This is an optimization exercise on Yosys and OpenROAD, whose aim is small area, a short achievable clock period and few clock cycles, not a production implementation. RTL that was checked went through simulation tests only; none was proved equivalent to the original. Function not checked in runs 1, 3 and 8: the RTL went through the layout flow alone. Power and IR drop assume default switching activity.

==> flow/design.v <==
module axi_stream_insert_header #(
	parameter DATA_WD 		= 32,
	parameter DATA_BYTE_WD 	= DATA_WD / 8,
	parameter BYTE_CNT_WD 	= $clog2(DATA_BYTE_WD)
) (
	input clk,
	input rst_n,
	input 							valid_in,
	input 	[DATA_WD-1 : 0] 		data_in,
	input 	[DATA_BYTE_WD-1 : 0] 	keep_in,
	input 							last_in,
	output 							ready_in,
	output 							valid_out,
	output reg	[DATA_WD-1 : 0] 	data_out,
	output reg	[DATA_BYTE_WD-1:0] 	keep_out,
	output reg						last_out,
	input 							ready_out,
	input 							valid_insert,
	input 	[DATA_WD-1 : 0] 		header_insert,
	input 	[DATA_BYTE_WD-1 : 0] 	keep_insert,
	input 	[BYTE_CNT_WD : 0] 		byte_insert_cnt,
	output 							ready_insert
);
	reg			e;			 
	reg			fl;			 
	reg			pend;		 
	reg	[3:0]	m;			 
	reg	[2:1]	fk;			 
	reg	[31:0]	rem;
	wire		strm	= ~e & ~fl & ~pend;
	wire		fit		= m[0] | m[1] & ~keep_in[0] | m[2] & ~keep_in[1] | m[3] & ~keep_in[2];
	wire		ovf		= m[1] & keep_in[0] | m[2] & keep_in[1] | m[3] & keep_in[2];
	assign valid_out	= pend | fl | ~e & valid_in;
	assign ready_in		= ready_out & strm;
	assign ready_insert	= e | ready_out & (fl | valid_in & last_in & fit);
	wire [63:0]	win		= {rem, data_in};
	wire [4:0]	sel		= {pend, m};
	integer j, k;
	always @(*) begin
		data_out = 32'd0;
		for (j = 0; j < 4; j = j + 1)
			for (k = 0; k < 5; k = k + 1)
				data_out[8*j +: 8] = data_out[8*j +: 8] | ({8{sel[k]}} & win[8*(j+k) +: 8]);
		keep_out[3] = 1'b1;
		keep_out[2] = fl ? fk[2] : ~(last_in & m[0] & ~keep_in[2]);
		keep_out[1] = fl ? fk[1] : ~(last_in & (m[0] & ~keep_in[1] | m[1] & ~keep_in[2]));
		keep_out[0] = ~fl & ~(last_in & (m[0] & ~keep_in[0] | m[1] & ~keep_in[1] | m[2] & ~keep_in[2]));
		last_out	= fl | last_in & fit;
	end
	wire		take_h	= valid_insert & ready_insert;
	wire		take_d	= valid_in & ready_in;
	wire		hs		= valid_out & ready_out;
	always @(posedge clk or negedge rst_n) begin
		if (!rst_n) begin
			e		<= 1'b1;
			fl		<= 1'b0;
			pend	<= 1'b0;
			m		<= 4'd0;
		end else if (take_h) begin
			e		<= 1'b0;
			fl		<= 1'b0;
			pend	<= keep_insert[3];
			m		<= {keep_insert[2] & ~keep_insert[3], keep_insert[1] & ~keep_insert[2],
						~keep_insert[1], 1'b0};
		end else if (hs) begin
			if (fl | strm & last_in & fit) begin
				e		<= 1'b1;
				fl		<= 1'b0;
			end else if (pend) begin
				pend	<= 1'b0;
				m		<= 4'b0001;
			end else if (last_in) begin
				fl		<= 1'b1;
			end
		end
	end
	always @(posedge clk) begin
		if (take_d)
			fk <= {m[2] & keep_in[0] | m[3] & keep_in[1], m[3] & keep_in[0]};
	end
	wire		hsel	= e | fl | last_in & fit;
	always @(posedge clk) begin
		if (take_h | take_d)
			rem[23:0] <= hsel ? header_insert[23:0] : data_in[23:0];
		if (take_h)
			rem[31:24] <= header_insert[31:24];
	end
endmodule
==> flow/flow/run.sh <==
#!/bin/bash
# The standard layout, with the port buffers made of buf_1 cells
# (every input and output port still gets its own buffer).
set -euo pipefail
bash standard.sh "BUFFER_PORTS_ARGS=-buffer_cell sky130_fd_sc_hd__buf_1" finish > standard_flow.log 2>&1
==> flow/standard.sh <==
#!/bin/bash
# synth_recipe.tcl (not shown) runs the flow's synth.tcl, then flattens the netlist and writes it again
# the make line also repeats each setting of config.mk as NAME=value (left out here)
make -C /OpenROAD-flow-scripts/flow DESIGN_CONFIG=/design/flow/config.mk WORK_HOME=/design/flow/orfs CLKGATE_MAP_FILE= SYNTH_SCRIPT=/design/flow/synth_recipe.tcl "${@:-finish}"
==> flow/config.mk <==
export PLATFORM = sky130hd
export DESIGN_NAME = axi_stream_insert_header
export DESIGN_NICKNAME = axi_stream_insert_header
export VERILOG_FILES = /design/flow/design.v
export SDC_FILE = /design/flow/constraint.sdc
export NUM_CORES = 4
export LEC_CHECK = 0
export CAP_MARGIN = 20
export CORE_MARGIN = 2
export CORE_UTILIZATION = 30
export SETUP_SLACK_MARGIN = 2.8
export SLEW_MARGIN = 20
export TNS_END_PERCENT = 0
==> flow/constraint.sdc <==
create_clock -name core_clock -period 5.0 [get_ports {clk}]
set_input_delay 1.0000 -clock core_clock [delete_from_list [all_inputs] [get_ports {clk}]]
set_output_delay 1.0000 -clock core_clock [all_outputs]
set_load 0.01 [all_outputs]
==> flow_metrics.tcl, run 1 <==
set metrics [dict create \
    power_switching_w 0.000824 \
    swShare_pct 42.1 \
    cts_buffer_depth 2 \
    fin_skew_ps 9.40 \
    cp.required_ps 4000 \
    first_iter_violations 216 \
    grt_overflow 0 \
    vias 2617 \
    syn_inst 242 \
    crit_type "input port to output pin" \
    die_w_um 99.4 \
    leakage_nw 1.32 \
    dieArea_sq_um 9880 \
    synth_fp_nets 323 \
    worstMarginPinSlew_ps 648 \
    irDropWorstVdd_mv 0.221 \
    cp.arrival_ps 2070 \
    syn_area_per_cell_sq_um 11.3 \
    synthArstFlopShare_pct 17.1 \
    dp.final_hpwl_um 5500 \
    core_area_sq_um 8760 \
    grt_usage_pct 15.6 \
    synth_ff_type "edfxtp_1" \
    drt_wl_total_um 7990 \
    io_pins 121 \
    pwr-share-seq_pct 30.3 \
    drive_above_1_share_pct 19.9 \
    antenna_found_initial 0 \
    dp_cells 445 \
    tns_ps 0 \
    die_h_um 99.4 \
    synth_edf_count 34 \
    seq_area_frac_synth_pct 43.9 \
    antenna_left 0 \
    grt_pass1_vias 2536 \
    relSlewSlack_pct 56.8 \
    rsz0062_at_grt "true" \
    ys_ff_latch 41 \
    comb_power_share_pct 56.2 \
    rows 34 \
    finalCritPeriodShare_pct 61.5 \
    firstDrtPassIters 9 \
    crit_path_end_kind "output pin" \
    instances_no_fill 470 \
    finalSetupViolations 0 \
    gp_congestion 0.780 \
    grt_pass1_wl_um 12400 \
    clk_latency_ps 290 \
    layout-area-overhead-vs-synth_pct 29.4 \
    portBuffers 114 \
    fmax_ghz 0.325 \
    start_util_pct 31.2 \
    start_kind "input port" \
    viasPerCell 5.57 \
    final_nets 442 \
    maxSlewViolCount 0 \
    syn_area_sq_um 2730 \
    cts_htree_levels 2 \
    synth_cell_types 41 \
    cts_tree "built" \
    status "complete, no violations" \
    cts_sinks 41 \
    period_needed_ps 3070 \
    cts_buffers 5 \
    cts.clk_slew.worst_paths_ps 90 \
    maxCapViolCount 0 \
    powerDensity_nw_per_um2 555 \
    hold_viol_final 0 \
    cts_root_buf "clkbuf_8" \
    worstPathMaxFanout 4 \
    internal-power_w 0.00114 \
    grt_max_degree 38 \
    diodes 0 \
    wl_per_cell_um 17.0 \
    ys_warn_count 1 \
    p_clk_share_pct 13.5 \
    postCtsHoldBufs 0 \
    drc 0 \
    min_path_type "input port to asynchronous set/reset pin" \
]
-- worst max-delay path: stages --
cell and delay (ps):
buf_8 80, and2b_2 230, nor4_4 310, nor2_1 100, or2_4 240, buf_6 120
-- cell type report --
type                    count  area [sq um]
clock buffers               7           108
clock inverters             1          7.51
fillers                   899          5230
inverters                   5          18.8
multi-input cells         172          1420
flip-flops and latches     41          1200
well taps                 108           135
repair buffers            136           644
-- kinds of logic (layout without fill, tap and decap cells) --
logic type	Yosys count	in the layout	synth area share [%]
compound gates	82	82	25.9
simple gates	61	61	11.1
flops	41	41	43.9
buf+inv	29	149	4.81
mux	28	28	14.2
other cells	1	1	0.137
-- power by group through the flow --
stage	combinational (W)	sequential (W)	clock (W)
2_1_floorplan	0.000782	0.000517	0
3_3_place_gp	0.000992	0.000605	0
3_5_place_dp	0.000999	0.000607	0
4_1_cts	0.00107	0.000589	0.000275
5_1_grt	0.00120	0.000604	0.000287
6_report	0.00110	0.000593	0.000264
-- synthesized netlist by cell type (2+ instances only) --
master,n,area (sq um)
a211oi_1,3,22.5
edfxtp_1,34,1020
mux2i_1,3,30.0
dfrtp_1,6,150
a22oi_1,32,240
o21ai_0,3,15.0
nand2b_1,4,25.0
nand2_1,38,143
a21oi_1,4,20.0
a222oi_1,32,320
buf_2,3,15.0
clkbuf_1,17,63.8
mux2_2,5,56.3
and2_1,2,12.5
inv_1,5,18.8
and3_1,3,18.8
mux2_4,20,300
nor2_1,4,15.0
buf_6,2,22.5
-- registers in the layout, summed over array words and instances (netlist names) --
name  count
pend      1
rem      32
fk        2
m         4
e         1
fl        1
-- stage by stage --
| stage | setup slack [ps] | total power, W | cell area (sq um) | utilization (%) | hold slack (ps) |
|---|---|---|---|---|---|
| CTS | 1940 | 0.00194 | 3490 | 39.8 | 603 |
| global placement | 1810 | 0.00160 | 3230 | 36.9 | 733 |
| finish | 1930 | 0.00196 | 3530 | 40.3 | 594 |
| global route | 1910 | 0.00210 | 3530 | 40.3 | 606 |
| detailed placement | 1760 | 0.00161 | 3230 | 36.9 | 750 |
| floorplan | 2220 | 0.00130 | 2730 | - | 630 |
-- routing by layer --
metal | GRT usage [%] | share of wire, % | vias up
met3 | 2.32 | 6.6 | 7
met4 | 4.53 | 1.1 | 0
met5 | 0 | 0 | -
met1 | 19.4 | 42 | 1258
li1 | - | - | 1228
met2 | 28.1 | 50 | 124
-- worst paths after layout --
check                                       from          endpoint  slack, ps  cells past startpoint
worst min register to register     e$_DFFE_PN1P_  pend$_DFFE_PN0P_        760                      3
worst max-delay path                  keep_in[0]          last_out       1930                      6
min in group core_clock            e$_DFFE_PN1P_  pend$_DFFE_PN0P_        760                      3
worst max register to register  m[1]$_DFFE_PN0P_    fl$_DFFE_PN0P_       2070                     15
worst min-delay path                       rst_n  pend$_DFFE_PN0P_        590                      1
max in group asynchronous                  rst_n     e$_DFFE_PN1P_       4090                      1
-- what timing repair did --
item                                    CTS  global route
resized for setup                        11             3
buffers inserted                         15             1
endpoints found under the setup margin  100            88
pin swaps                                 3             3
-- cells in the final DEF (no fill, tap or decap), types with 2 or more instances in the layout --
| master | n |
|---|---|
| buf_1 | 110 |
| mux2_2 | 5 |
| clkbuf_8 | 6 |
| buf_8 | 2 |
| nand2b_1 | 4 |
| nand2_1 | 38 |
| a21oi_1 | 4 |
| buf_4 | 21 |
| a211oi_1 | 2 |
| and3_1 | 3 |
| mux2_4 | 20 |
| dfrtp_1 | 4 |
| a222oi_1 | 32 |
| edfxtp_1 | 34 |
| inv_1 | 5 |
| mux2i_1 | 3 |
| and2_1 | 2 |
| o21ai_0 | 3 |
| nor2_1 | 4 |
| a22oi_1 | 32 |
==> inputs of run 2 (changes only) <==
--- a/flow/design.v
+++ b/flow/design.v
@@ -28,8 +28,8 @@
 	reg	[2:1]	fk;			 
 	reg	[31:0]	rem;
 	wire		strm	= ~e & ~fl & ~pend;
-	wire		fit		= m[0] | m[1] & ~keep_in[0] | m[2] & ~keep_in[1] | m[3] & ~keep_in[2];
 	wire		ovf		= m[1] & keep_in[0] | m[2] & keep_in[1] | m[3] & keep_in[2];
+	wire		fit		= ~pend & ~ovf;
 	assign valid_out	= pend | fl | ~e & valid_in;
 	assign ready_in		= ready_out & strm;
 	assign ready_insert	= e | ready_out & (fl | valid_in & last_in & fit);
@@ -78,11 +78,12 @@
 		if (take_d)
 			fk <= {m[2] & keep_in[0] | m[3] & keep_in[1], m[3] & keep_in[0]};
 	end
+	wire		en		= e | ready_out & (fl | pend | valid_in);
 	wire		hsel	= e | fl | last_in & fit;
 	always @(posedge clk) begin
-		if (take_h | take_d)
-			rem[23:0] <= hsel ? header_insert[23:0] : data_in[23:0];
-		if (take_h)
-			rem[31:24] <= header_insert[31:24];
+		if (en) begin
+			rem[23:0]	<= hsel ? header_insert[23:0] : data_in[23:0];
+			rem[31:24]	<= header_insert[31:24];
+		end
 	end
 endmodule
--- a/flow/config.mk
+++ b/flow/config.mk
@@ -7,7 +7,7 @@
 export LEC_CHECK = 0
 export CAP_MARGIN = 20
 export CORE_MARGIN = 2
-export CORE_UTILIZATION = 30
-export SETUP_SLACK_MARGIN = 2.8
+export CORE_UTILIZATION = 50
+export SETUP_SLACK_MARGIN = 2.7
 export SLEW_MARGIN = 20
 export TNS_END_PERCENT = 0
==> run 2 against run 1 <==
  * Sequential cell count unchanged
  * Global-route usage up 7.7 points
  * Synthesized cell count down 3.3%
  * Die area down 41%
  * Sequential power up 8.9%
  * Combinational power down 13%
  * Total power down 2.1%
==> flow_metrics.tcl, run 2 <==
set metrics [dict create \
    antenna_left 0 \
    synth_largest_area_cell "edfxtp_1" \
    synth_common_cells "38 x nand2_1, 34 x edfxtp_1, 32 x a222oi_1, 32 x a22oi_1, 14 x clkbuf_1" \
    first_iter_violations 316 \
    seq_area_frac_synth_pct 45.5 \
    ys_ff_latch 41 \
    crit_path_end_kind "output pin" \
    die_h_um 76.5 \
    fin_skew_ps 10.6 \
    placed_cell_area_sq_um 3080 \
    dieArea_sq_um 5860 \
    grt_pass1_vias 2347 \
    drt_wl_total_um 7270 \
    syn_inst 234 \
    start_util_pct 51.5 \
    drc 0 \
    finalCritPeriodShare_pct 54.7 \
    crit_family "compound AO/OA/AOI/OAI gates" \
    die_w_um 76.5 \
    cts_buffer_depth 2 \
    crit_slowest_cell "a311oi_4" \
    cts_sinks 41 \
    cts_htree_levels 2 \
    synth_cell_types 37 \
    largest_register_ffs 32 \
    period_needed_ps 2740 \
    pwr-share-seq_pct 33.7 \
    gp_congestion 0.798 \
    cts.clk_slew.worst_paths_ps 70 \
    post-route-cell-area_sq_um 3370 \
    synth.area.top_cells "edfxtp_1 39%, a222oi_1 12%, a22oi_1 9.1%" \
    rsz0062_at_grt "true" \
    portBuffers 114 \
    p_clk_share_pct 16.6 \
    internal-power_w 0.00112 \
    maxCapViolCount 0 \
    io_pins 121 \
    rows 26 \
    largest_registers "rem x32, m x4, fk x2" \
    worstMarginPinSlew_ps 953 \
    hold_viol_final 0 \
    slowest_delay_ps 330 \
    clk_latency_ps 300 \
    syn_area_sq_um 2630 \
    status "complete, no violations" \
    firstDrtPassIters 5 \
    synthArstFlopShare_pct 17.1 \
    cp.required_ps 4000 \
    leakage_nw 1.26 \
    vias 2549 \
    postCtsHoldBufs 0 \
    power_switching_w 0.000797 \
    swShare_pct 41.6 \
    wl_per_cell_um 17.6 \
    place_ws_ps 2120 \
    diodes 0 \
    layout-area-overhead-vs-synth_pct 28.1 \
    cp.arrival_ps 1740 \
    antenna_found_initial 0 \
    powerDensity_nw_per_um2 569 \
    synth_top_area_share_pct 38.8 \
    crit_type "input port to output pin" \
    r2r_setup_slack_ps 2740 \
    crit_buf_inv 2 \
    cts_tree "built" \
    synth_edf_count 34 \
    relSlewSlack_pct 36.3 \
    utilization_pct 66.0 \
    fmax_ghz 0.366 \
    start_kind "input port" \
    viasPerCell 6.16 \
    core_area_sq_um 5110 \
    ys_warn_count 1 \
    comb_power_share_pct 49.7 \
    synth_ff_type "edfxtp_1" \
    dp.final_hpwl_um 4560 \
    largest-register "rem" \
    grt_max_degree 39 \
    min_path_type "input port to asynchronous set/reset pin" \
    syn_area_per_cell_sq_um 11.2 \
    synth_fp_nets 315 \
    synth.most_common_cell "nand2_1" \
    finalPower_w 0.00192 \
    final_common_cell "buf_1" \
    worstPathMaxFanout 2 \
    cts_root_buf "clkbuf_8" \
    irDropWorstVdd_mv 0.259 \
    path_cells "buf_8, nor2b_4, a311oi_4, nor2_4, buf_6" \
    grt_pass1_wl_um 10900 \
    tns_ps 0 \
    grt_overflow 0 \
    maxSlewViolCount 0 \
    cts_buffers 5 \
    final_nets 424 \
    layout.cells.most_common_list "99 x buf_1, 38 x nand2_1, 34 x edfxtp_1" \
    drive_above_1_share_pct 18.9 \
    grt_usage_pct 23.4 \
    finalSetupViolations 0 \
    fin_ws_ps 2260 \
]
==> run 2: logic make-up (layout without fill, tap and decap cells) <==
group           after synthesis  in the layout  synth area share, %
other cells                   1              1                0.143
simple gates                 56             56                 9.94
buf+inv                      30            140                 5.23
compound gates               77             77                 25.5
flops                        41             41                 45.5
mux                          29             29                 13.6
==> run 2: worst paths after layout <==
check                               endpoint             start  depth (start not counted)
max                             ready_insert           last_in                          5
min reg2reg                    e$_DFFE_PN1P_     e$_DFFE_PN1P_                          2
min                         m[2]$_DFFE_PN0P_             rst_n                          1
max in group asynchronous      e$_DFFE_PN1P_             rst_n                          1
max reg2reg                rem[23]$_DFFE_PP_  m[2]$_DFFE_PN0P_                          4
min in group core_clock        e$_DFFE_PN1P_     e$_DFFE_PN1P_                          2
==> run 2: metrics by stage <==
stage	hold WS, ps	cells
2_1_floorplan	672	234
3_3_place_gp	802	397
3_5_place_dp	828	397
4_1_cts	580	406
5_1_grt	590	414
6_report	572	414
==> run 2: per-layer routing <==
metal  routed length, um  vias to the layer above  global-route usage [%]
li1                    -                     1182                       -
met1                2980                     1214                    29.3
met2                3580                      147                    40.2
met3                 645                        6                    5.33
met4                  64                        0                    7.09
met5                   0                        -                       0
==> run 2: what timing repair did <==
action                     4_1_cts  5_1_grt
setup endpoints to repair       70       66
resized for setup               21       22
buffers inserted                 1        8
cloned                           0        0
pin swaps                        4       13
==> run 2: worst register-to-register path, stage by stage, from the launching register on <==
cell      delay (ps)
dfrtp_4          680
a22oi_2          190
a311oi_4         290
buf_4            460
mux2_2           400
==> run 2: power by group through the flow <==
stage	Clock, W	Sequential (W)	Combinational, W
floorplan	0	0.000505	0.000748
global placement	0	0.000658	0.000861
detailed placement	0	0.000658	0.000866
CTS	0.000323	0.000661	0.000874
global route	0.000339	0.000659	0.00104
finish	0.000319	0.000646	0.000954
==> run 2: cell type report <==
cell class | instances | area [sq um]
inverters | 6 | 22.5
well taps | 70 | 87.6
clock inverters | 3 | 65.1
repair buffers | 126 | 588
clock buffers | 5 | 68.8
multi-input cells | 163 | 1330
flip-flops and latches | 41 | 1210
fillers | 461 | 1740
Testbench counts of run 2, summed over its fixed seeds: cycles 1,652.
==> inputs of run 3 (changes only) <==
--- a/flow/design.v
+++ b/flow/design.v
@@ -80,10 +80,11 @@
 	end
 	wire		en		= e | ready_out & (fl | pend | valid_in);
 	wire		hsel	= e | fl | last_in & fit;
+	wire		ld_h	= en & hsel;
+	wire		ld_d	= en & ~hsel;
 	always @(posedge clk) begin
-		if (en) begin
-			rem[23:0]	<= hsel ? header_insert[23:0] : data_in[23:0];
+		rem[23:0]	<= {24{ld_h}} & header_insert[23:0] | {24{ld_d}} & data_in[23:0] | {24{~en}} & rem[23:0];
+		if (en)
 			rem[31:24]	<= header_insert[31:24];
-		end
 	end
 endmodule
--- a/flow/config.mk
+++ b/flow/config.mk
@@ -7,7 +7,7 @@
 export LEC_CHECK = 0
 export CAP_MARGIN = 20
 export CORE_MARGIN = 2
-export CORE_UTILIZATION = 50
-export SETUP_SLACK_MARGIN = 2.7
+export CORE_UTILIZATION = 30
+export SETUP_SLACK_MARGIN = 2.5
 export SLEW_MARGIN = 20
 export TNS_END_PERCENT = 0
==> run 3 against run 2 <==
  * Total power grew 1.1%
  * Highest routed layer unchanged
  * Synthesized cell count up 14%
  * Clock power fell by 14%
  * Register-to-register slack about the same
  * Still clean on timing, DRC and antenna
  * Wire length grew 23%
  * Largest cell class unchanged
  * Die area rose by 60%
  * Critical path depth is 1 higher
  * Via count up 9.1%
==> flow_metrics.tcl, run 3 <==
set metrics [dict create \
    finalSetupViolations 0 \
    maxCapViolCount 0 \
    crit_path_end_kind "output pin" \
    hold_viol_final 0 \
    post-route-cell-area_sq_um 3280 \
    antenna_left 0 \
    layout.cells.most_common_list "112 x buf_1, 41 x nand2_1, 32 x a222oi_1, 32 x a22oi_1, 24 x dfxtp_1" \
    die_w_um 96.7 \
    layout-area-overhead-vs-synth_pct 27.0 \
    start_util_pct 31.2 \
    maxSlewViolCount 0 \
    wl_per_cell_um 18.5 \
    synthArstFlopShare_pct 17.1 \
    gp_congestion 0.791 \
    swShare_pct 44.3 \
    grt_pass1_vias 2760 \
    synth_edf_count 10 \
    use_met1_pct 27.1 \
    worstMarginPinSlew_ps 742 \
    grt_max_degree 41 \
    irDropWorstVdd_mv 0.177 \
    holdWs_ps 582 \
    synth_fp_nets 347 \
    firstDrtPassIters 7 \
    antenna_found_initial 0 \
    synth_top_area_share_pct 18.6 \
    largest_registers "rem x32, m x4, fk x2" \
    grt_busiest_layer "met2" \
    dp.final_hpwl_um 5750 \
    cts.clk_slew.worst_paths_ps 80 \
    grt_usage_pct 19.1 \
    comb_power_share_pct 54.1 \
    p_clk_share_pct 14.1 \
    min_path_type "input port to asynchronous set/reset pin" \
    finalPower_w 0.00194 \
    ys_ff_latch 41 \
    cts_buffer_depth 2 \
    place_ws_ps 1610 \
    tns_ps 0 \
    clk_latency_ps 290 \
    met2_usage_pct 29.9 \
    internal-power_w 0.00108 \
    rsz0062_at_grt "true" \
    cts_sinks 41 \
    io_pins 121 \
    drt_wl_total_um 8920 \
    largest-register "rem" \
    use_met3_pct 3.47 \
    drive_above_1_share_pct 12.5 \
    fin_skew_ps 5.91 \
    core_area_sq_um 8260 \
    final_nets 456 \
    cts_root_buf "clkbuf_8" \
    grt_overflow 0 \
    cp.arrival_ps 1930 \
    first_iter_violations 460 \
    leakage_nw 1.26 \
    period_needed_ps 2930 \
    powerDensity_nw_per_um2 592 \
    drc 0 \
    vias 2782 \
    cp.required_ps 4000 \
    largest_register_ffs 32 \
    cts_tree "built" \
    synth.area.top_cells "dfxtp_1 19%, a222oi_1 12%, edfxtp_1 12%" \
    finalCritPeriodShare_pct 58.6 \
    start_kind "input port" \
    portBuffers 114 \
    cts_buffers 5 \
    final_common_cell "buf_1" \
    synth_largest_area_cell "dfxtp_1" \
    syn_inst 266 \
    dieArea_sq_um 9360 \
    crit_type "input port to output pin" \
    cts_htree_levels 2 \
    fillers 853 \
    die_h_um 96.7 \
    power_switching_w 0.000859 \
    viasPerCell 5.78 \
    ys_warn_count 1 \
    diodes 0 \
    fmax_ghz 0.341 \
    pwr-share-seq_pct 31.7 \
    status "complete, no violations" \
    synth_ff_type "dfxtp_1" \
    fin_ws_ps 2070 \
    synth_common_cells "41 x nand2_1, 32 x a222oi_1, 32 x a22oi_1" \
    syn_area_per_cell_sq_um 9.70 \
    synth_cell_types 41 \
    postCtsHoldBufs 0 \
    syn_area_sq_um 2580 \
    seq_area_frac_synth_pct 37.1 \
    synth.most_common_cell "nand2_1" \
    worstPathMaxFanout 3 \
    rows 33 \
    grt_pass1_wl_um 14600 \
    relSlewSlack_pct 50.4 \
    placed_cell_area_sq_um 3040 \
]
run 3: cell types whose count changed in the layout (fill, tap and decap cells not counted), moves of 4 or more:
cell,delta
dfrtp_4,-4
and2_2,+6
buf_1,+13
a221o_2,+4
dfxtp_1,+24
mux2_4,-10
and2_1,+17
buf_2,-5
mux2_2,-6
a221o_1,+20
edfxtp_1,-24
mux2_1,-8
run 3: timing repair:
item,in CTS,in global routing
setup buffers,3,4
endpoints found under the setup margin,39,39
pin swaps,2,4
cloned,2,0
gates resized for setup,5,3
run 3: worst paths after layout:
check / start / endpoint / slack (ps) / cells after the start
max: valid_in / ready_insert / 2070 / 6
min: rst_n / m[3]$_DFFE_PN0P_ / 580 / 1
max reg2reg: pend$_DFFE_PN0P_ / rem[19]$_DFF_P_ / 2750 / 7
min reg2reg: rem[16]$_DFF_P_ / rem[16]$_DFF_P_ / 600 / 2
max in group asynchronous: rst_n / e$_DFFE_PN1P_ / 4110 / 1
min in group core_clock: rem[16]$_DFF_P_ / rem[16]$_DFF_P_ / 600 / 2
run 3: cell type report:
class	instances	area [sq um]	area share, %
Timing Repair Buffer	129	593	18.1
Tap cell	105	131	4.01
Inverter	6	22.5	0.688
Sequential cell	41	958	29.3
Clock buffer	6	72.6	2.22
Clock inverter	2	38.8	1.18
Multi-Input combinational cell	192	1460	44.5
run 3: routing by layer:
layer,wire length (um),share of wire [%]
met5,0,0
met3,785,8.8
met2,3970,44
met1,4080,46
met4,93,1.0
run 3: cells by family after synthesis:
logic type | share of synthesized area, %
muxes | 1.99
other | 0.145
AOI/OAI and AO/OA | 35.8
and+or+nand+nor | 18.3
buffers and inverters | 6.60
DFF | 37.1
run 3: stage by stage:
stage	cells	utilization (%)
3_3_place_gp	464	36.9
5_1_grt	481	39.7
6_report	481	39.7
2_1_floorplan	266	-
4_1_cts	477	39.2
3_5_place_dp	464	36.9
run 3: critical path, stage by stage:
cell	delay, ps
buf_6	100
or3_4	380
a21oi_4	160
buf_12	120
nor2_4	40
buf_6	130
run 3: power by group through the flow:
stage	clock [W]	sequential [W]	combinational (W)
final	0.000274	0.000615	0.00105
after global routing	0.000292	0.000635	0.00117
after CTS	0.000283	0.000610	0.00104
after detailed placement	0	0.000613	0.000995
after global placement	0	0.000613	0.000987
after floorplan	0	0.000554	0.000739
==> inputs of run 4 (changes only) <==
--- a/flow/design.v
+++ b/flow/design.v
@@ -80,11 +80,10 @@
 	end
 	wire		en		= e | ready_out & (fl | pend | valid_in);
 	wire		hsel	= e | fl | last_in & fit;
-	wire		ld_h	= en & hsel;
-	wire		ld_d	= en & ~hsel;
 	always @(posedge clk) begin
-		rem[23:0]	<= {24{ld_h}} & header_insert[23:0] | {24{ld_d}} & data_in[23:0] | {24{~en}} & rem[23:0];
-		if (en)
+		if (en) begin
+			rem[23:0]	<= hsel ? header_insert[23:0] : data_in[23:0];
 			rem[31:24]	<= header_insert[31:24];
+		end
 	end
 endmodule
==> run 4 against run 3 <==
  * Critical path depth shrank 1
  * Final area grew 2.1%
  * Via count shrank 9.1%
  * Sequential cell count is the same
  * Wire length shrank 13%
  * Count of clock-buffer cells in the layout grew 1
  * Non-clock buffer count shrank 5
  * Synthesized cell count shrank 12%
  * Sequential share of layout area grew 7.0 points
  * Cell count shrank 6.4%
  * Critical endpoint unchanged
==> flow_metrics.tcl, run 4 <==
set metrics [dict create \
    status "complete, no violations" \
    maxSlewViolCount 0 \
    dieArea_sq_um 9540 \
    dr_wl_met2_um 3790 \
    relSlewSlack_pct 35.5 \
    grt_max_degree 37 \
    post-route-cell-area_sq_um 3350 \
    viasPerCell 5.62 \
    crit_path_end_kind "output pin" \
    powerDensity_nw_per_um2 559 \
    drt_wl_total_um 7730 \
    cts.clk_slew.worst_paths_ps 90 \
    syn_inst 234 \
    layout-area-overhead-vs-synth_pct 27.2 \
    internal-power_w 0.00106 \
    synthArstFlopShare_pct 17.1 \
    place_ws_ps 2100 \
    start_kind "input port" \
    rows 34 \
    synth_largest_area_cell "edfxtp_1" \
    fillers 874 \
    power_switching_w 0.000810 \
    dp_cells 436 \
    crit_type "input port to output pin" \
    syn_area_per_cell_sq_um 11.2 \
    synth_cell_types 37 \
    r2r_cells 4 \
    grt_usage_pct 15.7 \
    cts_htree_levels 2 \
    worstPathMaxFanout 4 \
    irDropWorstVdd_mv 0.196 \
    syn_area_sq_um 2630 \
    tns_ps 0 \
    synth_common_cells "38 x nand2_1, 34 x edfxtp_1, 32 x a222oi_1, 32 x a22oi_1, 14 x clkbuf_1" \
    holdWs_ps 578 \
    drive_above_1_share_pct 15.5 \
    final_nets 422 \
    synth_ff_type "edfxtp_1" \
    fin_skew_ps 10.6 \
    cts_buffers 5 \
    cts_buffer_depth 2 \
    period_needed_ps 2730 \
    rsz0062_at_grt "true" \
    cts_root_buf "clkbuf_8" \
    wl_met1_um 3280 \
    grt_pass1_wl_um 12100 \
    ys_ff_latch 41 \
    seq_area_frac_synth_pct 45.5 \
    wl_per_cell_um 17.2 \
    clk_latency_ps 300 \
    placed_cell_area_sq_um 3120 \
    largest_register_ffs 32 \
    comb_power_share_pct 51.9 \
    min_path_type "input port to asynchronous set/reset pin" \
    gp_congestion 0.794 \
    core_area_sq_um 8590 \
    first_iter_violations 259 \
    leakage_nw 1.21 \
    antenna_found_initial 0 \
    worstMarginPinSlew_ps 966 \
    largest-register "rem" \
    die_h_um 97.7 \
    top_layer "met4" \
    synth_edf_count 34 \
    largest_registers "rem x32, m x4, fk x2" \
    finalSetupViolations 0 \
    grt_overflow 0 \
    swShare_pct 43.3 \
    synth_top_area_share_pct 38.8 \
    wl_met3_um 543 \
    fin_ws_ps 2270 \
    hold_viol_final 0 \
    start_util_pct 30.6 \
    drc 0 \
    portBuffers 114 \
    pwr-share-seq_pct 33.0 \
    die_w_um 97.7 \
    fmax_ghz 0.366 \
    final_common_cell "buf_1" \
    grt_pass1_vias 2474 \
    synth.area.top_cells "edfxtp_1 39%, a222oi_1 12%, a22oi_1 9.1%" \
    synth.most_common_cell "nand2_1" \
    maxCapViolCount 0 \
    synth_fp_nets 315 \
    cts_tree "built" \
    postCtsHoldBufs 0 \
    instances_no_fill 450 \
    ys_warn_count 1 \
    vias 2530 \
    finalCritPeriodShare_pct 54.7 \
    layout.cells.most_common_list "109 x buf_1, 38 x nand2_1, 34 x edfxtp_1" \
    dp.final_hpwl_um 5250 \
    io_pins 121 \
    cts_sinks 41 \
    p_clk_share_pct 15.1 \
    diodes 0 \
    cp.required_ps 4000 \
    firstDrtPassIters 6 \
    antenna_left 0 \
    cp.arrival_ps 1730 \
]
==> run 4: cell count changes after synthesis, moves of 6 or more <==
cell      before  now
dfxtp_1       24    0
edfxtp_1      10   34
a221o_1       20    0
and2_1        19    2
mux2_4         0   10
mux2_1         0    8
and2_2         6    0
mux2_2         1    7
==> run 4: what timing repair did <==
action                     4_1_cts  5_1_grt
setup endpoints to repair       69       39
buffers inserted                 1        5
pin swaps                        2        3
resized for setup               18        3
cloned                           0        0
==> run 4: kinds of logic (layout without fill, tap and decap cells) <==
family	Yosys count	after routing	share of synthesized area, %
AND/OR/NAND/NOR	56	56	9.94
AO/OA/AOI/OAI	77	77	25.5
flip-flops	41	41	45.5
other	1	1	0.143
multiplexers	29	29	13.6
buffers and inverters	30	138	5.23
==> run 4: worst max-delay path, cell delays in order <==
cell and delay (ps):
buf_2 120, a22oi_2 220, a311oi_4 140, nor2_1 110
buf_2 140
==> run 4: power groups by stage <==
stage               Clock, W  Sequential (W)  Combinational, W
floorplan                  0        0.000505          0.000744
global placement           0        0.000643          0.000889
detailed placement         0        0.000652          0.000896
CTS                 0.000295        0.000651          0.000903
global route        0.000307        0.000639           0.00107
finish              0.000282        0.000618          0.000970
==> run 4: per-layer routing <==
| layer | global-route usage (%) | vias up |
|---|---|---|
| met2 | 26.8 | 122 |
| met3 | 3.17 | 10 |
| met5 | 0 | - |
| met4 | 5.24 | 0 |
| met1 | 19.7 | 1225 |
| li1 | - | 1173 |
==> run 4: area by class of cell <==
type / instances / area, sq um / share of cell area (%)
multi-input combinational: 163 / 1320 / 39.4
sequential: 41 / 1210 / 36.3
timing repair buffer: 124 / 533 / 15.9
tap: 108 / 135 / 4.04
clock buffer: 7 / 119 / 3.55
inverter: 6 / 22.5 / 0.673
clock inverter: 1 / 5.00 / 0.150
==> run 4: path summary, 6_finish.rpt <==
check	slack, ps	from	endpoint
worst max register to register	2790	m[3]$_DFFE_PN0P_	rem[20]$_DFFE_PP_
worst max-delay path	2270	keep_in[1]	ready_insert
worst min-delay path	580	rst_n	m[1]$_DFFE_PN0P_
worst min register to register	680	e$_DFFE_PN1P_	e$_DFFE_PN1P_
min in group core_clock	680	e$_DFFE_PN1P_	e$_DFFE_PN1P_
max in group asynchronous	4110	rst_n	m[3]$_DFFE_PN0P_
==> run 4: stage by stage <==
stage / power, W / util [%]
6_report: 0.00187 / 38.9
5_1_grt: 0.00201 / 38.9
4_1_cts: 0.00185 / 38.3
3_5_place_dp: 0.00155 / 36.3
3_3_place_gp: 0.00153 / 36.3
2_1_floorplan: 0.00125 / -
Testbench counts of run 4, summed over its fixed seeds: cycles 1,652.
==> inputs of run 5 (changes only) <==
==> flow/flow/run.sh (replaced) <==
#!/bin/bash
# The standard layout, with the port buffers made of buf_1 cells
# (every input and output port still gets its own buffer) and a clock tree
# without dummy balancing loads.
set -euo pipefail
bash standard.sh "BUFFER_PORTS_ARGS=-buffer_cell sky130_fd_sc_hd__buf_1" \
  "CTS_ARGS=-sink_clustering_enable -repair_clock_nets -dont_use_dummy_load" \
  finish > standard_flow.log 2>&1
==> run 5 against run 4 <==
  * Register-to-register slack about the same
  * Hold slack lost 2.0 ps
  * Via count increased by 0.36%
  * Clock power is 29% lower
  * Sequential cell count did not move
  * Die area unchanged
  * Count of clock-buffer cells in the layout shrank 2
  * Critical path depth unchanged
  * Wire length about the same
  * Synthesized area unchanged
==> flow_metrics.tcl, run 5 <==
set metrics [dict create \
    synth_edf_count 34 \
    leakage_nw 1.18 \
    r2r_cells 4 \
    drc 0 \
    largest_register_ffs 32 \
    internal-power_w 0.000994 \
    synth_common_cells "38 x nand2_1, 34 x edfxtp_1, 32 x a222oi_1, 32 x a22oi_1, 14 x clkbuf_1" \
    min_path_type "input port to asynchronous set/reset pin" \
    fin_skew_ps 19.0 \
    crit_cells 5 \
    pwr-share-seq_pct 34.6 \
    power_switching_w 0.000794 \
    crit_slowest_cell "a22oi_2" \
    synth_top_area_share_pct 38.8 \
    antenna_left 0 \
    tns_ps 0 \
    diodes 0 \
    worstPathMaxFanout 4 \
    start_kind "input port" \
    die_h_um 97.7 \
    status "complete, no violations" \
    instances_no_fill 448 \
    cts_sinks 41 \
    cts_htree_levels 2 \
    maxSlewViolCount 0 \
    synthArstFlopShare_pct 17.1 \
    antenna_found_initial 0 \
    p_clk_share_pct 11.2 \
    syn_area_per_cell_sq_um 11.2 \
    crit_type "input port to output pin" \
    relSlewSlack_pct 35.1 \
    dp.final_hpwl_um 5250 \
    seq_area_frac_synth_pct 45.5 \
    die_w_um 97.7 \
    portBuffers 114 \
    layout.cells.most_common_list "109 x buf_1, 38 x nand2_1, 34 x edfxtp_1" \
    rows 34 \
    grt_overflow 0 \
    final_nets 423 \
    io_pins 121 \
    swShare_pct 44.4 \
    startpoint "keep_in[1]" \
    multi_input_area_sq_um 1320 \
    synth_fp_nets 315 \
    ys_warn_count 1 \
    final_common_cell "buf_1" \
    maxCapViolCount 0 \
    crit_path_end_kind "output pin" \
    post-route-cell-area_sq_um 3300 \
    syn_area_sq_um 2630 \
    ys_ff_latch 41 \
    core_area_sq_um 8590 \
    crit_family "compound AO/OA/AOI/OAI gates" \
    clk_latency_ps 300 \
    period_needed_ps 2730 \
    cp.required_ps 4000 \
    slowest_delay_ps 220 \
    cts_buffer_depth 2 \
    viasPerCell 5.67 \
    vias 2539 \
    irDropWorstVdd_mv 0.183 \
    layout-area-overhead-vs-synth_pct 25.3 \
    grt_pass1_wl_um 12100 \
    comb_power_share_pct 54.2 \
    grt_max_degree 37 \
    powerDensity_nw_per_um2 542 \
    cp.arrival_ps 1730 \
    largest_registers "rem x32, m x4, fk x2" \
    utilization_pct 38.4 \
    crit_buf_inv 2 \
    finalCritPeriodShare_pct 54.6 \
    dieArea_sq_um 9540 \
    cts_tree "built" \
    finalSetupViolations 0 \
    worstMarginPinSlew_ps 971 \
    fillers 876 \
    grt_pass1_vias 2471 \
    placed_cell_area_sq_um 3120 \
    wl_per_cell_um 17.3 \
    drive_above_1_share_pct 15.0 \
    synth_ff_type "edfxtp_1" \
    drt_wl_total_um 7730 \
    synth_cell_types 37 \
    fmax_ghz 0.366 \
    cts_root_buf "clkbuf_8" \
    cts.clk_slew.worst_paths_ps 90 \
    synth.most_common_cell "nand2_1" \
    syn_inst 234 \
    rsz0062_at_grt "true" \
    regArea_sq_um 1210 \
    synth.area.top_cells "edfxtp_1 39%, a222oi_1 12%, a22oi_1 9.1%" \
    hold_viol_final 0 \
    start_util_pct 30.6 \
    cp_common_cell "buf_2" \
    cts_buffers 5 \
    dp_cells 436 \
    gp_congestion 0.794 \
    grt_usage_pct 15.7 \
    worstReg2RegStart "m[3]$_DFFE_PN0P_" \
    firstDrtPassIters 5 \
    synth_largest_area_cell "edfxtp_1" \
    path_cells "buf_2, a22oi_2, a311oi_4, nor2_1, buf_2" \
    first_iter_violations 264 \
    largest-register "rem" \
]
==> run 5: cell counts after synthesis <==
Identical to the previous run, type by type.
==> run 5: path summary, 6_finish.rpt <==
| check | endpoint | slack, ps |
|---|---|---|
| setup / recovery | ready_insert | 2270 |
| hold / removal | m[1]$_DFFE_PN0P_ | 580 |
| setup reg to reg | rem[20]$_DFFE_PP_ | 2790 |
| hold reg to reg | e$_DFFE_PN1P_ | 680 |
| max in group asynchronous | m[3]$_DFFE_PN0P_ | 4100 |
| min in group core_clock | e$_DFFE_PN1P_ | 680 |
==> run 5: what timing repair did <==
| item | in CTS | in global routing |
|---|---|---|
| setup endpoints to repair | 68 | 39 |
| pin swaps | 2 | 3 |
| cloned | 0 | 0 |
| gates resized for setup | 18 | 3 |
| hold buffers | 0 | 0 |
| buffers inserted | 1 | 6 |
==> run 5: kinds of logic after synthesis <==
kind of cell | share of synthesized area (%)
multiplexers | 13.6
AND/OR/NAND/NOR | 9.94
AO/OA/AOI/OAI | 25.5
flip-flops | 45.5
other | 0.143
buffers and inverters | 5.23
==> run 5: metal layers <==
| metal | vias up | GRT usage (%) | part of all wire [%] |
|---|---|---|---|
| met1 | 1232 | 20.0 | 42 |
| met4 | 0 | 5.24 | 1.3 |
| met5 | - | 0 | 0 |
| met3 | 8 | 3.17 | 7.8 |
| met2 | 127 | 26.6 | 49 |
| li1 | 1172 | - | - |
==> run 5: area by class of cell <==
type	count	share of cell area, %
repair buffers	125	16.4
clock buffers	5	2.09
well taps	108	4.10
multi-input cells	163	39.9
inverters	6	0.683
flip-flops and latches	41	36.8
==> run 5: per-stage QoR <==
stage / hold slack (ps) / worst slack, ps / power (W)
2_1_floorplan: 672 / 2060 / 0.00125
3_3_place_gp: 728 / 2080 / 0.00153
3_5_place_dp: 741 / 2100 / 0.00155
4_1_cts: 582 / 2240 / 0.00176
5_1_grt: 613 / 2210 / 0.00193
6_report: 576 / 2270 / 0.00179
==> run 5: power groups by stage <==
stage,sequential (W),combinational [W],clock (W)
final,0.000619,0.000969,0.000201
after global placement,0.000643,0.000889,0
after CTS,0.000651,0.000903,0.000209
after detailed placement,0.000652,0.000896,0
after global routing,0.000639,0.00107,0.000224
after floorplan,0.000505,0.000744,0
==> run 5: worst reg2reg max path, stage by stage (launching register included) <==
cell,delay [ps]
dfrtp_4,690
a22oi_2,150
a311oi_4,270
buf_4,460
mux2_2,400
==> inputs of run 6 (changes only) <==
--- a/flow/config.mk
+++ b/flow/config.mk
@@ -8,6 +8,7 @@
 export CAP_MARGIN = 20
 export CORE_MARGIN = 2
 export CORE_UTILIZATION = 30
+export PLACE_DENSITY = 0.7
 export SETUP_SLACK_MARGIN = 2.5
 export SLEW_MARGIN = 20
 export TNS_END_PERCENT = 0
==> run 6 against run 5 <==
  * Still clean
  * First-iteration DRC count increased by 16%
  * Sequential cell count unchanged
  * Sequential power decreased by 4.8%
  * Critical path depth unchanged
  * Combinational power increased by 4%
  * Cell count decreased by 0.22%
  * Hold slack improved by 17 ps
  * Die area unchanged
  * Count of clock-buffer cells in the layout unchanged
  * Critical path type unchanged
==> flow_metrics.tcl, run 6 <==
set metrics [dict create \
    cts.clk_slew.worst_paths_ps 70 \
    rows 34 \
    min_path_type "input port to asynchronous set/reset pin" \
    portBuffers 114 \
    crit_path_end_kind "output pin" \
    synth_largest_area_cell "edfxtp_1" \
    rr_endpoint "rem[21]$_DFFE_PP_" \
    fin_skew_ps 8.39 \
    grt_overflow 0 \
    firstDrtPassIters 7 \
    largest_register_ffs 32 \
    grt_max_degree 39 \
    synth_edf_count 34 \
    cts_htree_levels 2 \
    hold_viol_final 0 \
    leakage_nw 1.19 \
    die_w_um 97.7 \
    start_kind "input port" \
    synth.most_common_cell "nand2_1" \
    synth_top_area_share_pct 38.8 \
    gp_congestion 0.785 \
    p_clk_share_pct 10.7 \
    finalSetupViolations 0 \
    holdWs_ps 593 \
    final_common_cell "buf_1" \
    syn_inst 234 \
    vias 2488 \
    cts_buffers 5 \
    comb_power_share_pct 56.4 \
    drive_above_1_share_pct 14.5 \
    antenna_found_initial 0 \
    syn_area_per_cell_sq_um 11.2 \
    synth.area.top_cells "edfxtp_1 39%, a222oi_1 12%, a22oi_1 9.1%" \
    layout.cells.most_common_list "109 x buf_1, 38 x nand2_1, 34 x edfxtp_1" \
    grt_usage_pct 15.3 \
    utilization_pct 38.5 \
    status "complete, no violations" \
    grt_pass1_vias 2468 \
    cts_buffer_depth 2 \
    grt_pass1_wl_um 12000 \
    diodes 0 \
    powerDensity_nw_per_um2 543 \
    drc 0 \
    synth_ff_type "edfxtp_1" \
    dieArea_sq_um 9540 \
    worstReg2RegStart "pend$_DFFE_PN0P_" \
    internal-power_w 0.00100 \
    antenna_left 0 \
    final_nets 422 \
    viasPerCell 5.57 \
    fillers 861 \
    dp.final_hpwl_um 5200 \
    fmax_ghz 0.360 \
    finalCritPeriodShare_pct 55.5 \
    r2r_setup_slack_ps 2740 \
    crit_type "input port to output pin" \
    swShare_pct 44.2 \
    tns_ps 0 \
    pwr-share-seq_pct 32.8 \
    power_switching_w 0.000794 \
    core_area_sq_um 8590 \
    die_h_um 97.7 \
    cp.required_ps 4000 \
    cp.arrival_ps 1770 \
    synth_fp_nets 315 \
    first_iter_violations 307 \
    start_util_pct 30.6 \
    layout-area-overhead-vs-synth_pct 25.6 \
    irDropWorstVdd_mv 0.205 \
    synth_cell_types 37 \
    rsz0062_at_grt "true" \
    relSlewSlack_pct 35.3 \
    synthArstFlopShare_pct 17.1 \
    ys_ff_latch 41 \
    worstMarginPinSlew_ps 967 \
    clk_latency_ps 280 \
    period_needed_ps 2770 \
    largest-register "rem" \
    seq_area_frac_synth_pct 45.5 \
    maxCapViolCount 0 \
    r2r_cells 5 \
    drt_wl_total_um 7740 \
    cts_root_buf "clkbuf_8" \
    largest_registers "rem x32, m x4, fk x2" \
    io_pins 121 \
    wl_per_cell_um 17.3 \
    maxSlewViolCount 0 \
    cts_tree "built" \
    syn_area_sq_um 2630 \
    postCtsHoldBufs 0 \
    cts_sinks 41 \
    worstPathMaxFanout 2 \
    synth_common_cells "38 x nand2_1, 34 x edfxtp_1, 32 x a222oi_1, 32 x a22oi_1, 14 x clkbuf_1" \
    ys_warn_count 1 \
]
run 6: cell counts after synthesis:
Identical to the previous run, type by type.
run 6: cell type report:
| cell class | instances | area (sq um) | share of cell area [%] |
|---|---|---|---|
| clock buffer | 5 | 68.8 | 2.08 |
| inverter | 6 | 22.5 | 0.681 |
| multi-input combinational | 163 | 1320 | 39.9 |
| sequential | 41 | 1200 | 36.4 |
| tap | 108 | 135 | 4.09 |
| timing repair buffer | 124 | 554 | 16.8 |
run 6: kinds of logic after synthesis:
logic type / count (synthesis) / synth area share [%]
AOI/OAI and AO/OA: 77 / 25.5
other: 1 / 0.143
and+or+nand+nor: 56 / 9.94
buffers and inverters: 30 / 5.23
DFF: 41 / 45.5
muxes: 29 / 13.6
run 6: timing repair:
action                                  in CTS  in global routing
gates resized for setup                     12                  7
pin swaps                                    2                  5
buffers inserted                             2                  3
endpoints found under the setup margin      39                 39
run 6: how the worst max path moves through the flow:
stage | from | endpoint | slack [ps] | cells past startpoint
floorplan | last_in | ready_insert | 2060 | 4
global placement | m[1]$_DFFE_PN0P_ | keep_out[1] | 2060 | 5
detailed placement | last_in | ready_insert | 2120 | 5
CTS | last_in | ready_insert | 2240 | 5
global route | keep_in[1] | ready_insert | 2180 | 5
finish | last_in | ready_insert | 2230 | 5
run 6: layer usage:
| metal | vias up | track usage (%) | part of all wire [%] |
|---|---|---|---|
| li1 | 1173 | - | - |
| met1 | 1186 | 20.0 | 41 |
| met2 | 124 | 26.4 | 51 |
| met3 | 5 | 2.59 | 7.3 |
| met4 | 0 | 4.06 | 0.59 |
| met5 | - | 0 | 0 |
run 6: stage by stage:
step	total power [W]	setup WS (ps)	instance area, sq um	cells
final	0.00179	2230	3310	447
after detailed placement	0.00156	2120	3140	437
after CTS	0.00177	2240	3250	444
after floorplan	0.00125	2060	2640	234
after global routing	0.00194	2180	3310	447
after global placement	0.00153	2060	3120	436
run 6: critical path, stage by stage:
cell and delay [ps]:
buf_8 100, nor2b_4 120, a311oi_4 330, nor2_1 80
buf_2 140
run 6: power groups by stage:
stage	clock [W]	combinational, W	sequential (W)
2_1_floorplan	0	0.000744	0.000505
3_3_place_gp	0	0.000889	0.000638
3_5_place_dp	0	0.000938	0.000619
4_1_cts	0.000203	0.000969	0.000599
5_1_grt	0.000216	0.00112	0.000603
6_report	0.000193	0.00101	0.000589
==> inputs of run 7 (changes only) <==
==> flow/flow/run.sh (replaced) <==
#!/bin/bash
# The standard layout, with the port buffers made of buf_1 cells
# (every input and output port still gets its own buffer) and a small clock
# tree: large sink clusters, no dummy balancing loads.
set -euo pipefail
bash standard.sh "BUFFER_PORTS_ARGS=-buffer_cell sky130_fd_sc_hd__buf_1" \
  "CTS_ARGS=-sink_clustering_enable -repair_clock_nets -dont_use_dummy_load -sink_clustering_size 50 -sink_clustering_max_diameter 400 -buf_list sky130_fd_sc_hd__clkbuf_8 -root_buf sky130_fd_sc_hd__clkbuf_8" \
  finish > standard_flow.log 2>&1
--- a/flow/config.mk
+++ b/flow/config.mk
@@ -8,7 +8,6 @@
 export CAP_MARGIN = 20
 export CORE_MARGIN = 2
 export CORE_UTILIZATION = 30
-export PLACE_DENSITY = 0.7
 export SETUP_SLACK_MARGIN = 2.5
 export SLEW_MARGIN = 20
 export TNS_END_PERCENT = 0
==> run 7 against run 6 <==
  * Count of clock-buffer cells in the layout unchanged
  * Global-route usage is 0.34 points higher
  * First-iteration DRC count is 14% lower
  * Fmax rose by 1.6%
  * Die area unchanged
  * Worst setup slack better by 43 ps
  * Sequential cell count is the same
  * Wire length hardly changed
  * Final area decreased by 0.23%
  * Synthesized cell count did not move
==> flow_metrics.tcl, run 7 <==
set metrics [dict create \
    status "complete, no violations" \
    cts_buffers 5 \
    slowest_delay_ps 220 \
    postCtsHoldBufs 0 \
    largest_registers "rem x32, m x4, fk x2" \
    start_util_pct 30.6 \
    cp_common_cell "buf_2" \
    synth_top_family_by_area "compound AO/OA/AOI/OAI gates" \
    drive_above_1_share_pct 15.0 \
    period_needed_ps 2730 \
    crit_family "compound AO/OA/AOI/OAI gates" \
    maxCapViolCount 0 \
    cp.arrival_ps 1730 \
    rsz0062_at_grt "true" \
    final_nets 423 \
    grt_pass1_wl_um 12100 \
    grt_overflow 0 \
    dp.final_hpwl_um 5250 \
    die_h_um 97.7 \
    io_pins 121 \
    cts_tree "built" \
    synth.most_common_cell "nand2_1" \
    drc 0 \
    vias 2539 \
    fin_skew_ps 19.0 \
    largest-register "rem" \
    synth_largest_area_cell "edfxtp_1" \
    dp_cells 436 \
    rows 34 \
    layout.cells.most_common_list "109 x buf_1, 38 x nand2_1, 34 x edfxtp_1" \
    wl_per_cell_um 17.3 \
    grt_usage_pct 15.7 \
    gp_congestion 0.794 \
    powerDensity_nw_per_um2 542 \
    die_w_um 97.7 \
    synth_ff_type "edfxtp_1" \
    ys_warn_count 1 \
    crit_type "input port to output pin" \
    crit_buf_inv 2 \
    crit_slowest_cell "a22oi_2" \
    finalCritPeriodShare_pct 54.6 \
    final_common_cell "buf_1" \
    instances_no_fill 448 \
    antenna_found_initial 0 \
    relSlewSlack_pct 35.1 \
    synthArstFlopShare_pct 17.1 \
    cts_buffer_depth 2 \
    core_area_sq_um 8590 \
    ys_ff_latch 41 \
    synth.area.top_cells "edfxtp_1 39%, a222oi_1 12%, a22oi_1 9.1%" \
    syn_area_per_cell_sq_um 11.2 \
    syn_area_sq_um 2630 \
    portBuffers 114 \
    synth_simple_gate_area_share_pct 9.94 \
    synth_cell_types 37 \
    synth_common_cells "38 x nand2_1, 34 x edfxtp_1, 32 x a222oi_1, 32 x a22oi_1, 14 x clkbuf_1" \
    cts_root_buf "clkbuf_8" \
    fmax_ghz 0.366 \
    finalSetupViolations 0 \
    syn_inst 234 \
    cts_htree_levels 2 \
    crit_path_end_kind "output pin" \
    grt_pass1_vias 2471 \
    firstDrtPassIters 5 \
    cp.required_ps 4000 \
    path_cells "buf_2, a22oi_2, a311oi_4, nor2_1, buf_2" \
    cts_sinks 41 \
    synth_compound_area_share_pct 25.5 \
    synthXorXnorAreaFrac_pct 0 \
    synthMuxAreaShare_pct 13.6 \
    dieArea_sq_um 9540 \
    min_path_type "input port to asynchronous set/reset pin" \
    cts.clk_slew.worst_paths_ps 90 \
    diodes 0 \
    grt_max_degree 37 \
    first_iter_violations 264 \
    synthAdderAreaFrac_pct 0 \
    maxSlewViolCount 0 \
    synth_edf_count 34 \
    start_kind "input port" \
    largest_register_ffs 32 \
    viasPerCell 5.67 \
    clk_latency_ps 300 \
    synth_top_area_share_pct 38.8 \
    leakage_nw 1.18 \
    irDropWorstVdd_mv 0.183 \
    drt_wl_total_um 7730 \
    tns_ps 0 \
    antenna_left 0 \
    synth_fp_nets 315 \
    hold_viol_final 0 \
    worstMarginPinSlew_ps 971 \
    seq_area_frac_synth_pct 45.5 \
    worstPathMaxFanout 4 \
    layout-area-overhead-vs-synth_pct 25.3 \
]
[run 7: cell count changes in the layout (fill, tap and decap cells not counted), sizes merged]
cell	previous run	this run
buf	123	125
clkbuf	6	5
[run 7: path summary, 6_finish.rpt]
check,from,endpoint,slack (ps),cells past startpoint
min in group core_clock,e$_DFFE_PN1P_,e$_DFFE_PN1P_,680,2
min,rst_n,m[1]$_DFFE_PN0P_,580,1
max in group asynchronous,rst_n,m[3]$_DFFE_PN0P_,4100,1
max reg2reg,m[3]$_DFFE_PN0P_,rem[20]$_DFFE_PP_,2790,4
min reg2reg,e$_DFFE_PN1P_,e$_DFFE_PN1P_,680,2
max,keep_in[1],ready_insert,2270,5
[run 7: what timing repair did]
item | CTS | global route
setup endpoints to repair | 68 | 39
pin swaps | 2 | 3
buffers inserted | 1 | 6
gates resized for setup | 18 | 3
[run 7: power by group]
part | internal (W) | leakage [nW] | switching (W)
logic | 0.000426 | 0.741 | 0.000543
registers | 0.000478 | 0.406 | 0.000141
clock network | 0.0000902 | 0.0359 | 0.000111
total | 0.000994 | 1.18 | 0.000794
[run 7: final cells by class]
type,count,area (sq um)
repair buffers,125,541
fillers,876,5300
well taps,108,135
flip-flops and latches,41,1210
multi-input cells,163,1320
clock buffers,5,68.8
inverters,6,22.5
[run 7: layer usage]
| layer | vias up | track usage [%] | part of all wire (%) |
|---|---|---|---|
| met5 | - | 0 | 0 |
| met4 | 0 | 5.24 | 1.3 |
| met3 | 8 | 3.17 | 7.8 |
| met2 | 127 | 26.6 | 49 |
| met1 | 1232 | 20.0 | 42 |
| li1 | 1172 | - | - |
[run 7: cell families (layout without fill, tap and decap cells)]
family / after synthesis / after routing
muxes: 29 / 29
and+or+nand+nor: 56 / 56
DFF: 41 / 41
AOI/OAI and AO/OA: 77 / 77
buffers and inverters: 30 / 136
other: 1 / 1
[run 7: stage by stage]
step                      power [W]  hold WS [ps]  area [sq um]  setup slack (ps)  utilization [%]
after global placement      0.00153           728          3120              2080             36.3
after detailed placement    0.00155           741          3120              2100             36.3
after global routing        0.00193           613          3300              2210             38.4
after floorplan             0.00125           672          2640              2060                -
after CTS                   0.00176           582          3240              2240             37.7
final                       0.00179           576          3300              2270             38.4
==> inputs of run 8 (changes only) <==
--- a/flow/design.v
+++ b/flow/design.v
@@ -12,8 +12,8 @@
 	output 							ready_in,
 	output 							valid_out,
 	output reg	[DATA_WD-1 : 0] 	data_out,
-	output reg	[DATA_BYTE_WD-1:0] 	keep_out,
-	output reg						last_out,
+	output 	[DATA_BYTE_WD-1:0] 		keep_out,
+	output 							last_out,
 	input 							ready_out,
 	input 							valid_insert,
 	input 	[DATA_WD-1 : 0] 		header_insert,
@@ -32,7 +32,8 @@
 	wire		fit		= ~pend & ~ovf;
 	assign valid_out	= pend | fl | ~e & valid_in;
 	assign ready_in		= ready_out & strm;
-	assign ready_insert	= e | ready_out & (fl | valid_in & last_in & fit);
+	ahi_rins u_rins (.e(e), .fl(fl), .pend(pend), .m(m[3:1]), .ready_out(ready_out), .valid_in(valid_in),
+					 .last_in(last_in), .keep_in(keep_in[2:0]), .ready_insert(ready_insert));
 	wire [63:0]	win		= {rem, data_in};
 	wire [4:0]	sel		= {pend, m};
 	integer j, k;
@@ -41,12 +42,10 @@
 		for (j = 0; j < 4; j = j + 1)
 			for (k = 0; k < 5; k = k + 1)
 				data_out[8*j +: 8] = data_out[8*j +: 8] | ({8{sel[k]}} & win[8*(j+k) +: 8]);
-		keep_out[3] = 1'b1;
-		keep_out[2] = fl ? fk[2] : ~(last_in & m[0] & ~keep_in[2]);
-		keep_out[1] = fl ? fk[1] : ~(last_in & (m[0] & ~keep_in[1] | m[1] & ~keep_in[2]));
-		keep_out[0] = ~fl & ~(last_in & (m[0] & ~keep_in[0] | m[1] & ~keep_in[1] | m[2] & ~keep_in[2]));
-		last_out	= fl | last_in & fit;
 	end
+	assign keep_out[3] = 1'b1;
+	ahi_keep u_keep (.fl(fl), .fk(fk), .m(m[2:0]), .last_in(last_in), .keep_in(keep_in[2:0]), .keep_out(keep_out[2:0]));
+	ahi_last u_last (.fl(fl), .pend(pend), .m(m[3:1]), .last_in(last_in), .keep_in(keep_in[2:0]), .last_out(last_out));
 	wire		take_h	= valid_insert & ready_insert;
 	wire		take_d	= valid_in & ready_in;
 	wire		hs		= valid_out & ready_out;
@@ -87,3 +86,40 @@
 		end
 	end
 endmodule
+module ahi_rins (
+	input			e,
+	input			fl,
+	input			pend,
+	input	[3:1]	m,
+	input			ready_out,
+	input			valid_in,
+	input			last_in,
+	input	[2:0]	keep_in,
+	output			ready_insert
+);
+	wire ovf = m[1] & keep_in[0] | m[2] & keep_in[1] | m[3] & keep_in[2];
+	assign ready_insert = e | ready_out & (fl | valid_in & last_in & ~pend & ~ovf);
+endmodule
+module ahi_last (
+	input			fl,
+	input			pend,
+	input	[3:1]	m,
+	input			last_in,
+	input	[2:0]	keep_in,
+	output			last_out
+);
+	wire ovf = m[1] & keep_in[0] | m[2] & keep_in[1] | m[3] & keep_in[2];
+	assign last_out = fl | last_in & ~pend & ~ovf;
+endmodule
+module ahi_keep (
+	input			fl,
+	input	[2:1]	fk,
+	input	[2:0]	m,
+	input			last_in,
+	input	[2:0]	keep_in,
+	output	[2:0]	keep_out
+);
+	assign keep_out[2] = fl ? fk[2] : ~(last_in & m[0] & ~keep_in[2]);
+	assign keep_out[1] = fl ? fk[1] : ~(last_in & (m[0] & ~keep_in[1] | m[1] & ~keep_in[2]));
+	assign keep_out[0] = ~fl & ~(last_in & (m[0] & ~keep_in[0] | m[1] & ~keep_in[1] | m[2] & ~keep_in[2]));
+endmodule
==> flow/flow/run.sh (replaced) <==
#!/bin/bash
# The standard layout, with the port buffers made of buf_1 cells
# (every input and output port still gets its own buffer) and a clock tree
# without dummy balancing loads.
set -euo pipefail
bash standard.sh "BUFFER_PORTS_ARGS=-buffer_cell sky130_fd_sc_hd__buf_1" \
  "CTS_ARGS=-sink_clustering_enable -repair_clock_nets -dont_use_dummy_load" \
  finish > standard_flow.log 2>&1
--- a/flow/config.mk
+++ b/flow/config.mk
@@ -10,4 +10,6 @@
 export CORE_UTILIZATION = 30
 export SETUP_SLACK_MARGIN = 2.5
 export SLEW_MARGIN = 20
+export SYNTH_HIERARCHICAL = 1
+export SYNTH_MINIMUM_KEEP_SIZE = 0
 export TNS_END_PERCENT = 0
==> run 8 against run 7 <==
  * Wire length increased by 3.1%
  * Sequential power increased by 9.9%
  * Synthesized area increased by 0.38%
  * Total power increased by 16%
  * Worst setup slack got worse by 55 ps
  * Sequential cell count unchanged
  * Synthesized cell count increased by 2.1%
  * Clock power decreased by 3%
  * Sequential share of layout area decreased by 0.12 points
  * Critical path depth decreased by 1
  * Fmax decreased by 2.0%
  * Clock skew increased by 4.5 ps
==> flow_metrics.tcl, run 8 <==
set metrics [dict create \
    antenna_left 0 \
    worstMarginPinSlew_ps 849 \
    worstPathMaxFanout 8 \
    layout-area-overhead-vs-synth_pct 24.8 \
    gp_congestion 0.769 \
    seq_area_frac_synth_pct 45.3 \
    layout.cells.most_common_list "104 x buf_1, 38 x nand2_1, 34 x edfxtp_1" \
    antenna_found_initial 0 \
    cts_tree "built" \
    cts.clk_slew.worst_paths_ps 90 \
    syn_inst 239 \
    rows 34 \
    synth.most_common_cell "nand2_1" \
    syn_area_per_cell_sq_um 11.1 \
    firstDrtPassIters 7 \
    syn_area_sq_um 2640 \
    drive_above_1_share_pct 17.4 \
    grt_overflow 0 \
    r2r_cells 5 \
    grt_pass1_vias 2625 \
    irDropWorstVdd_mv 0.266 \
    crit_type "input port to output pin" \
    grt_usage_pct 16.6 \
    portBuffers 114 \
    fmax_ghz 0.359 \
    start_util_pct 30.6 \
    crit_path_end_kind "output pin" \
    final_common_cell "buf_1" \
    rr_endpoint "rem[9]$_DFFE_PP_" \
    die_h_um 97.8 \
    holdWs_ps 563 \
    largest-register "rem" \
    wl_per_cell_um 17.6 \
    drc 0 \
    finalCritPeriodShare_pct 55.7 \
    clk_latency_ps 300 \
    regArea_sq_um 1210 \
    fillers 905 \
    viasPerCell 5.83 \
    finalPower_w 0.00208 \
    finalSetupViolations 0 \
    first_iter_violations 253 \
    cts_root_buf "clkbuf_8" \
    dp.final_hpwl_um 5400 \
    cp.arrival_ps 1790 \
    die_w_um 97.8 \
    synth_ff_type "edfxtp_1" \
    cts_htree_levels 2 \
    cts_sinks 41 \
    leakage_nw 1.18 \
    largest_registers "rem x32, m x4, fk x2" \
    cp.required_ps 4000 \
    synth_edf_count 34 \
    start_kind "input port" \
    synth_cell_types 43 \
    rsz0062_at_grt "true" \
    hold_viol_final 0 \
    dieArea_sq_um 9570 \
    largest_register_ffs 32 \
    cts_buffer_depth 2 \
    min_path_type "flip-flop to flip-flop" \
    synth_top_area_share_pct 38.7 \
    final_nets 428 \
    period_needed_ps 2790 \
    synth_largest_area_cell "edfxtp_1" \
    core_area_sq_um 8640 \
    synth.area.top_cells "edfxtp_1 39%, a222oi_1 13%, mux2_2 9.8%" \
    vias 2639 \
    powerDensity_nw_per_um2 631 \
    maxCapViolCount 0 \
    synth_fp_nets 320 \
    synthArstFlopShare_pct 17.1 \
    ys_ff_latch 41 \
    tns_ps 0 \
    status "complete, no violations" \
    maxSlewViolCount 0 \
    synth_common_cells "38 x nand2_1, 34 x edfxtp_1, 33 x a222oi_1, 33 x a22oi_1, 23 x mux2_2" \
    worstReg2RegStart "m[2]$_DFFE_PN0P_" \
    startpoint "ready_out" \
    ys_warn_count 7 \
    io_pins 121 \
    cts_buffers 5 \
    relSlewSlack_pct 43.4 \
    grt_max_degree 39 \
    drt_wl_total_um 7980 \
    fin_skew_ps 23.5 \
    diodes 0 \
    crit_path_end "ready_in" \
    r2r_setup_slack_ps 2820 \
    multi_input_area_sq_um 1310 \
    grt_pass1_wl_um 12900 \
]
run 8: cell families (layout without fill, tap and decap cells):
kind of cell,count (synthesis),count (layout),synth area share (%)
AO/OA/AOI/OAI,87,87,29.1
other,1,1,0.142
flip-flops,41,41,45.3
buffers and inverters,30,136,5.21
multiplexers,24,24,10.2
AND/OR/NAND/NOR,56,56,10.0
run 8: worst max-delay path, cell delays in order:
cell,delay [ps]
buf_4,120
or4b_4,470
inv_2,60
buf_2,130
run 8: report_power, final:
part	switching, W	internal, W	leakage (nW)	total (W)
Clock	0.000104	0.0000901	0.0359	0.000194
Sequential	0.000132	0.000548	0.418	0.000680
Combinational	0.000702	0.000502	0.723	0.00120
Total	0.000938	0.00114	1.18	0.00208
run 8: per-module statistics from Yosys, one instance, submodules excluded:
module,cells inside,copies in the design,area [sq um],flops+latches
ahi_keep,12,1,75.1,0
ahi_rins,3,1,30.0,0
ahi_last,4,1,25.0,0
axi_stream_insert_header,220,1,2510,41
run 8: layout make-up:
| class | instances | area share [%] |
|---|---|---|
| multi-input combinational | 168 | 39.8 |
| sequential | 41 | 36.7 |
| timing repair buffer | 125 | 16.6 |
| tap | 108 | 4.10 |
| clock buffer | 5 | 2.09 |
| inverter | 6 | 0.683 |
run 8: per-stage QoR:
stage	worst slack, ps	instances	area (sq um)	util, %
2_1_floorplan	2450	239	2640	-
3_3_place_gp	2020	442	3130	36.2
3_5_place_dp	2020	442	3130	36.2
5_1_grt	2180	453	3300	38.2
6_report	2210	453	3300	38.2
4_1_cts	2220	451	3270	37.9
run 8: worst min path at each step:
stage               cells past startpoint             to  slack [ps]           from
floorplan                               2  e$_DFFE_PN1P_         500  e$_DFFE_PN1P_
finish                                  2  e$_DFFE_PN1P_         560  e$_DFFE_PN1P_
global placement                        2  e$_DFFE_PN1P_         530  e$_DFFE_PN1P_
detailed placement                      2  e$_DFFE_PN1P_         540  e$_DFFE_PN1P_
global route                            2  e$_DFFE_PN1P_         580  e$_DFFE_PN1P_
CTS                                     2  e$_DFFE_PN1P_         560  e$_DFFE_PN1P_
run 8: per-layer routing:
layer | vias up | share of wire [%] | global-route usage [%]
met3 | 12 | 7.2 | 3.65
met2 | 124 | 48 | 27.4
met4 | 0 | 1.4 | 5.45
li1 | 1212 | - | -
met1 | 1291 | 43 | 21.7
met5 | - | 0 | 0
run 8: repair_timing:
action                     in CTS  in global routing
setup buffers                   4                  2
gates resized for setup        21                  5
hold buffers                    0                  0
pin swaps                       2                  4
setup endpoints to repair      63                 39

## re-timing with driven ports
No port has a modelled driver above. Below, the same layouts with a new extraction and two added sets of constraints. Step 1 sets driving cells, clkbuf_16 on the clock port and buf_2 on the other inputs (assumed; they add their load-dependent delay and slew). Step 2 moves the port delays by t, midway between the first and last clock arrival at a register: inputs arrive t later, outputs are due t later. That takes back most of the time a late clock gives input paths. Three values: ideal ports, drivers, drivers and shift; two values: the first two.
| run | shift t [ns] | setup WS [ns] | clock arrival spread, ns | slew at the worst register clock pin (ns) | pins driven straight from the clock port |
|---|---|---|---|---|---|
| run 1 | 0.319 | 1.927 / 1.869 / 1.665 | 0.010 / 0.010 | 0.09 / 0.09 | 1 |
| run 2 | 0.327 | 2.264 / 2.220 / 2.220 | 0.011 / 0.011 | 0.09 / 0.09 | 1 |
| run 3 | 0.323 | 2.068 / 2.036 / 2.036 | 0.010 / 0.010 | 0.09 / 0.09 | 1 |
| run 4 | 0.322 | 2.265 / 2.230 / 2.230 | 0.011 / 0.011 | 0.09 / 0.09 | 1 |
| run 5 | 0.318 | 2.268 / 2.236 / 2.236 | 0.019 / 0.019 | 0.09 / 0.09 | 1 |
| run 6 | 0.305 | 2.225 / 2.175 / 2.175 | 0.011 / 0.011 | 0.08 / 0.08 | 1 |
| run 7 | 0.318 | 2.268 / 2.236 / 2.236 | 0.019 / 0.019 | 0.09 / 0.09 | 1 |
| run 8 | 0.315 | 2.213 / 2.179 / 2.179 | 0.024 / 0.023 | 0.09 / 0.09 | 1 |
After both steps setup and hold are still met in every run listed. For run 1, which loses most, drivers alone change the setup slack by -0.058 ns; drivers and shift together by -0.262 ns.
